From an optimization exercise on the open Yosys and OpenROAD flow, aimed at small area, a short achievable clock period and few clock cycles per item; shortcuts taken in it are not production practice. Only simulation tests tie the RTL to the original design; equivalence was not proved. Power and IR drop assume default switching activity.

**design/flow/config.mk**
```make
export PLATFORM = sky130hd
export DESIGN_NAME = ascon128a_top
export DESIGN_NICKNAME = ascon128a_top
export VERILOG_FILES = /design/flow/design.v
export SDC_FILE = /design/flow/constraint.sdc
export NUM_CORES = 8
export LEC_CHECK = 0
export CAP_MARGIN = 40
export CORE_MARGIN = 2
export CORE_UTILIZATION = 55
export SLEW_MARGIN = 40
```
**design/flow/constraint.sdc**
```tcl
create_clock -name core_clock -period 82.0 [get_ports {CLK}]
set_input_delay 16.4000 -clock core_clock [delete_from_list [all_inputs] [get_ports {CLK}]]
set_output_delay 16.4000 -clock core_clock [all_outputs]
set_load 0.01 [all_outputs]
```
**design/flow/design.v**
```verilog
module ascon_round #(parameter [7:0] RC = 8'h00) (si, so);
    input  [319:0] si;
    output [319:0] so;
    wire [63:0] x0 = si[319:256], x1 = si[255:192], x2 = si[191:128] ^ {56'd0, RC},
                x3 = si[127:64], x4 = si[63:0];
    wire [63:0] a0 = x0 ^ x4, a4 = x4 ^ x3, a2 = x2 ^ x1;
    wire [63:0] b0 = a0 ^ (~x1 & a2), b1 = x1 ^ (~a2 & x3), b2 = a2 ^ (~x3 & a4),
                b3 = x3 ^ (~a4 & a0), b4 = a4 ^ (~a0 & x1);
    wire [63:0] y0 = b0 ^ b4, y1 = b1 ^ b0, y2 = ~b2, y3 = b3 ^ b2, y4 = b4;
    assign so[319:256] = y0 ^ {y0[18:0], y0[63:19]} ^ {y0[27:0], y0[63:28]};
    assign so[255:192] = y1 ^ {y1[60:0], y1[63:61]} ^ {y1[38:0], y1[63:39]};
    assign so[191:128] = y2 ^ {y2[0:0], y2[63:1]} ^ {y2[5:0], y2[63:6]};
    assign so[127:64]  = y3 ^ {y3[9:0], y3[63:10]} ^ {y3[16:0], y3[63:17]};
    assign so[63:0]    = y4 ^ {y4[6:0], y4[63:7]} ^ {y4[40:0], y4[63:41]};
endmodule
module ascon128a_top(CLK, RST, IN_VALID, IN_READY, SK, N, A, P, OUT_VALID, C, T);
    input CLK;
    input RST;
    input IN_VALID;
    output IN_READY;
    input [127:0] SK, N;
    input [127:0] A;
    input [127:0] P;
    output reg OUT_VALID;
    output reg [127:0] C;
    output reg [127:0] T;
    assign IN_READY = 1'b1;
    reg [127:0] k_0, n_0, a_0, p_0;
    reg v_0;
    always @(posedge CLK) begin
        k_0 <= SK; n_0 <= N; a_0 <= A; p_0 <= P;
        v_0 <= RST ? 1'b0 : IN_VALID;
    end
    wire [319:0] s_0 = {64'h80800c0800000000, k_0, n_0};
    wire [319:0] s_1;
    ascon_round #(.RC(8'hf0)) u_r1 (.si(s_0), .so(s_1));
    wire [319:0] s_2;
    ascon_round #(.RC(8'he1)) u_r2 (.si(s_1), .so(s_2));
    wire [319:0] s_3;
    ascon_round #(.RC(8'hd2)) u_r3 (.si(s_2), .so(s_3));
    wire [319:0] s_4;
    ascon_round #(.RC(8'hc3)) u_r4 (.si(s_3), .so(s_4));
    wire [319:0] s_5;
    ascon_round #(.RC(8'hb4)) u_r5 (.si(s_4), .so(s_5));
    wire [319:0] s_6;
    ascon_round #(.RC(8'ha5)) u_r6 (.si(s_5), .so(s_6));
    wire [319:0] s_7;
    ascon_round #(.RC(8'h96)) u_r7 (.si(s_6), .so(s_7));
    reg [319:0] s_1r;
    reg [127:0] k_1;
    reg v_1;
    reg [127:0] a_1;
    reg [127:0] p_1;
    always @(posedge CLK) begin
        s_1r <= s_7; k_1 <= k_0;
        v_1 <= RST ? 1'b0 : v_0;
        a_1 <= a_0;
        p_1 <= p_0;
    end
    wire [319:0] s_8;
    ascon_round #(.RC(8'h87)) u_r8 (.si(s_1r), .so(s_8));
    wire [319:0] s_9;
    ascon_round #(.RC(8'h78)) u_r9 (.si(s_8), .so(s_9));
    wire [319:0] s_10;
    ascon_round #(.RC(8'h69)) u_r10 (.si(s_9), .so(s_10));
    wire [319:0] s_11;
    ascon_round #(.RC(8'h5a)) u_r11 (.si(s_10), .so(s_11));
    wire [319:0] s_12;
    ascon_round #(.RC(8'h4b)) u_r12 (.si(s_11), .so(s_12));
    wire [319:0] s_13 = s_12 ^ {a_1, 64'd0, k_1};
    wire [319:0] s_14;
    ascon_round #(.RC(8'hb4)) u_r13 (.si(s_13), .so(s_14));
    wire [319:0] s_15;
    ascon_round #(.RC(8'ha5)) u_r14 (.si(s_14), .so(s_15));
    reg [319:0] s_2r;
    reg [127:0] k_2;
    reg v_2;
    reg [127:0] p_2;
    always @(posedge CLK) begin
        s_2r <= s_15; k_2 <= k_1;
        v_2 <= RST ? 1'b0 : v_1;
        p_2 <= p_1;
    end
    wire [319:0] s_16;
    ascon_round #(.RC(8'h96)) u_r15 (.si(s_2r), .so(s_16));
    wire [319:0] s_17;
    ascon_round #(.RC(8'h87)) u_r16 (.si(s_16), .so(s_17));
    wire [319:0] s_18;
    ascon_round #(.RC(8'h78)) u_r17 (.si(s_17), .so(s_18));
    wire [319:0] s_19;
    ascon_round #(.RC(8'h69)) u_r18 (.si(s_18), .so(s_19));
    wire [319:0] s_20;
    ascon_round #(.RC(8'h5a)) u_r19 (.si(s_19), .so(s_20));
    wire [319:0] s_21;
    ascon_round #(.RC(8'h4b)) u_r20 (.si(s_20), .so(s_21));
    wire [319:0] s_22 = s_21 ^ {p_2, 191'd0, 1'b1};
    reg [319:0] s_3r;
    reg [127:0] k_3;
    reg v_3;
    always @(posedge CLK) begin
        s_3r <= s_22; k_3 <= k_2;
        v_3 <= RST ? 1'b0 : v_2;
    end
    wire [319:0] s_23;
    ascon_round #(.RC(8'hb4)) u_r21 (.si(s_3r), .so(s_23));
    wire [319:0] s_24;
    ascon_round #(.RC(8'ha5)) u_r22 (.si(s_23), .so(s_24));
    wire [319:0] s_25;
    ascon_round #(.RC(8'h96)) u_r23 (.si(s_24), .so(s_25));
    wire [319:0] s_26;
    ascon_round #(.RC(8'h87)) u_r24 (.si(s_25), .so(s_26));
    wire [319:0] s_27;
    ascon_round #(.RC(8'h78)) u_r25 (.si(s_26), .so(s_27));
    wire [319:0] s_28;
    ascon_round #(.RC(8'h69)) u_r26 (.si(s_27), .so(s_28));
    wire [319:0] s_29;
    ascon_round #(.RC(8'h5a)) u_r27 (.si(s_28), .so(s_29));
    reg [319:0] s_4r;
    reg [127:0] k_4;
    reg v_4;
    reg [127:0] c_4;
    always @(posedge CLK) begin
        s_4r <= s_29; k_4 <= k_3;
        v_4 <= RST ? 1'b0 : v_3;
        c_4 <= s_3r[319:192];
    end
    wire [319:0] s_30;
    ascon_round #(.RC(8'h4b)) u_r28 (.si(s_4r), .so(s_30));
    wire [319:0] s_31 = s_30 ^ {128'd0, k_4, 64'd0};
    wire [319:0] s_32;
    ascon_round #(.RC(8'hf0)) u_r29 (.si(s_31), .so(s_32));
    wire [319:0] s_33;
    ascon_round #(.RC(8'he1)) u_r30 (.si(s_32), .so(s_33));
    wire [319:0] s_34;
    ascon_round #(.RC(8'hd2)) u_r31 (.si(s_33), .so(s_34));
    wire [319:0] s_35;
    ascon_round #(.RC(8'hc3)) u_r32 (.si(s_34), .so(s_35));
    wire [319:0] s_36;
    ascon_round #(.RC(8'hb4)) u_r33 (.si(s_35), .so(s_36));
    wire [319:0] s_37;
    ascon_round #(.RC(8'ha5)) u_r34 (.si(s_36), .so(s_37));
    reg [319:0] s_5r;
    reg [127:0] k_5;
    reg v_5;
    reg [127:0] c_5;
    always @(posedge CLK) begin
        s_5r <= s_37; k_5 <= k_4;
        v_5 <= RST ? 1'b0 : v_4;
        c_5 <= c_4;
    end
    wire [319:0] s_38;
    ascon_round #(.RC(8'h96)) u_r35 (.si(s_5r), .so(s_38));
    wire [319:0] s_39;
    ascon_round #(.RC(8'h87)) u_r36 (.si(s_38), .so(s_39));
    wire [319:0] s_40;
    ascon_round #(.RC(8'h78)) u_r37 (.si(s_39), .so(s_40));
    wire [319:0] s_41;
    ascon_round #(.RC(8'h69)) u_r38 (.si(s_40), .so(s_41));
    wire [319:0] s_42;
    ascon_round #(.RC(8'h5a)) u_r39 (.si(s_41), .so(s_42));
    wire [319:0] s_43;
    ascon_round #(.RC(8'h4b)) u_r40 (.si(s_42), .so(s_43));
    always @(posedge CLK) begin
        C <= c_5;
        T <= s_43[127:0] ^ k_5;
        OUT_VALID <= RST ? 1'b0 : v_5;
    end
endmodule
```
**design/flow/flow/run.sh**
```bash
#!/bin/bash
# Own layout flow: the standard ORFS flow, run step by step, with
#  - synthesis without Yosys's half/full-adder extraction (extract_fa), which on this
#    XOR/AND-heavy design yields slower and larger netlists; registers are unchanged;
#  - timing repair after placement aimed at the period the design can reach (a setup
#    slack margin), instead of only at the 82 ns clock, so the IO and stage paths get sized.
# Each step's full output goes to a log file of its own in the work folder.
set -euo pipefail
export ADDER_MAP_FILE=
bash standard.sh synth > log_synth.txt 2>&1
bash standard.sh floorplan > log_floorplan.txt 2>&1
export SETUP_SLACK_MARGIN=${MARGIN:-64}
bash standard.sh place > log_place.txt 2>&1
bash standard.sh cts > log_cts.txt 2>&1
bash standard.sh route > log_route.txt 2>&1
bash standard.sh finish > log_finish.txt 2>&1
test -f out/final.def
```
**design/flow/standard.sh**
```bash
#!/bin/bash
# synth_recipe.tcl (not shown) runs the flow's synth.tcl, then flattens the netlist and writes it again
# the make line also repeats each setting of config.mk as NAME=value (left out here)
make -C /OpenROAD-flow-scripts/flow DESIGN_CONFIG=/design/flow/config.mk WORK_HOME=/design/flow/orfs CLKGATE_MAP_FILE= SYNTH_SCRIPT=/design/flow/synth_recipe.tcl "${@:-finish}"
```
==> impl_metrics.tcl <==
set metrics [dict create \
    status "did not finish" \
    haltStage "5_1_grt" \
    error "[ERROR GRT-0116] Global routing finished with congestion. Check the congestion regions in the DRC Viewer." \
    place_hpwl_um 3790000 \
    synth_xor_xnor_area_share_pct 72.0 \
    grt_pass1_wl_um 5900000 \
    grt_max_degree 23 \
    synth_area_um2 694000 \
    die_w_um 1130 \
    syn_avg_cell_area_um2 10.6 \
    h-tree-depth 5 \
    port_buffers 771 \
    async_flop_share_pct 0 \
    cts_buffers 397 \
    grt_overflow 496 \
    synthMuxAreaShare_pct 5.39 \
    rows 412 \
    cts.path.max_buffers 5 \
    synth_top_family_by_area "XOR/XNOR gates" \
    grt_usage_pct 70.5 \
    cts-root-buf "clkbuf_16" \
    synth-main-ff-cell "dfxtp_1" \
    start_util_pct 55.1 \
    grt_pass1_vias 564590 \
    synthAdderAreaFrac_pct 0.0924 \
    ys_types 81 \
    ys_ff_latch 3655 \
    synthCells 65671 \
    yosys_warnings 1 \
    io_pins 773 \
    synth-edff-count 0 \
    synth_compound_area_share_pct 2.36 \
    synth_nets 66186 \
    preCtsSetupSlack_ns 64.68 \
    cts.sinks 3655 \
    synth-simple-area-share_pct 9.36 \
    yosysSeqAreaShare_pct 10.5 \
    die_h_um 1130 \
    place.gp.congestion 1.29 \
]
==> per-layer routing <==
layer	GRT overflow	GRT usage [%]
met5	1	21.2
met4	204	70.2
met3	14	53.8
met2	275	87.2
met1	2	71.5
==> power by group through the flow <==
stage | clock [mW] | sequential, mW | combinational, mW
floorplan | 0 | 84.8 | 9160
global placement | 0 | 38.6 | 8670
detailed placement | 0 | 41.0 | 9320
CTS | 1.97 | 40.2 | 9310
==> kinds of logic after synthesis <==
family,Yosys count
AO/OA/AOI/OAI,2817
XOR/XNOR,41800
adder cells (fa/ha/maj),64
other,1
AND/OR/NAND/NOR,13188
flip-flops,3655
multiplexers,3711
buffers and inverters,435
==> how the worst min path moves through the flow <==
stage	startpoint	endpoint	slack, ns	depth (start not counted)
floorplan	c_5[0]$_DFF_P_	C[0]$_DFF_P_	0.31	0
global placement	c_4[7]$_DFF_P_	c_5[7]$_DFF_P_	0.31	0
detailed placement	p_1[119]$_DFF_P_	p_2[119]$_DFF_P_	0.31	0
CTS	k_3[15]$_DFF_P_	k_4[15]$_DFF_P_	0.25	0
==> synthesized netlist by cell type, types with 106 or more instances <==
| cell type | instances | area share, % |
|---|---|---|
| nand3_1 | 264 | 0.19 |
| a31oi_1 | 169 | 0.15 |
| nor3b_1 | 445 | 0.48 |
| a21boi_1 | 109 | 0.12 |
| nand3b_1 | 348 | 0.38 |
| dfxtp_1 | 3655 | 11 |
| nand2_1 | 2087 | 1.1 |
| and3_1 | 599 | 0.54 |
| o21ai_0 | 471 | 0.34 |
| o21ai_1 | 220 | 0.16 |
| mux2i_1 | 3637 | 5.2 |
| nor3_1 | 1426 | 1.0 |
| nand2b_1 | 418 | 0.38 |
| nor2b_1 | 1771 | 1.6 |
| xor2_2 | 286 | 0.67 |
| nor2_1 | 4789 | 2.6 |
| xor2_1 | 8573 | 11 |
| a21oi_1 | 1206 | 0.87 |
| inv_1 | 288 | 0.16 |
| xnor2_2 | 2064 | 4.8 |
| and2_1 | 505 | 0.46 |
| and3b_1 | 178 | 0.22 |
| or3_1 | 106 | 0.096 |
| xor3_1 | 1701 | 5.8 |
| xnor2_1 | 22666 | 29 |
| xnor3_1 | 6306 | 20 |
| a22oi_1 | 196 | 0.21 |
==> metrics by stage <==
stage	instance area, um2	instances	power (mW)	utilization [%]
after detailed placement	764000	85181	9370	60.7
after global placement	740000	85177	8700	58.8
after floorplan	694000	65671	9250	-
after CTS	777000	85904	9350	61.8
==> timing repair <==
item | CTS
pin swaps | 0
hold buffers | 0
setup buffers | 0
resized for setup | 1259
setup endpoints to repair | 257
Testbench counts, summed over its fixed seeds: cycles 1,648, items 1,600.
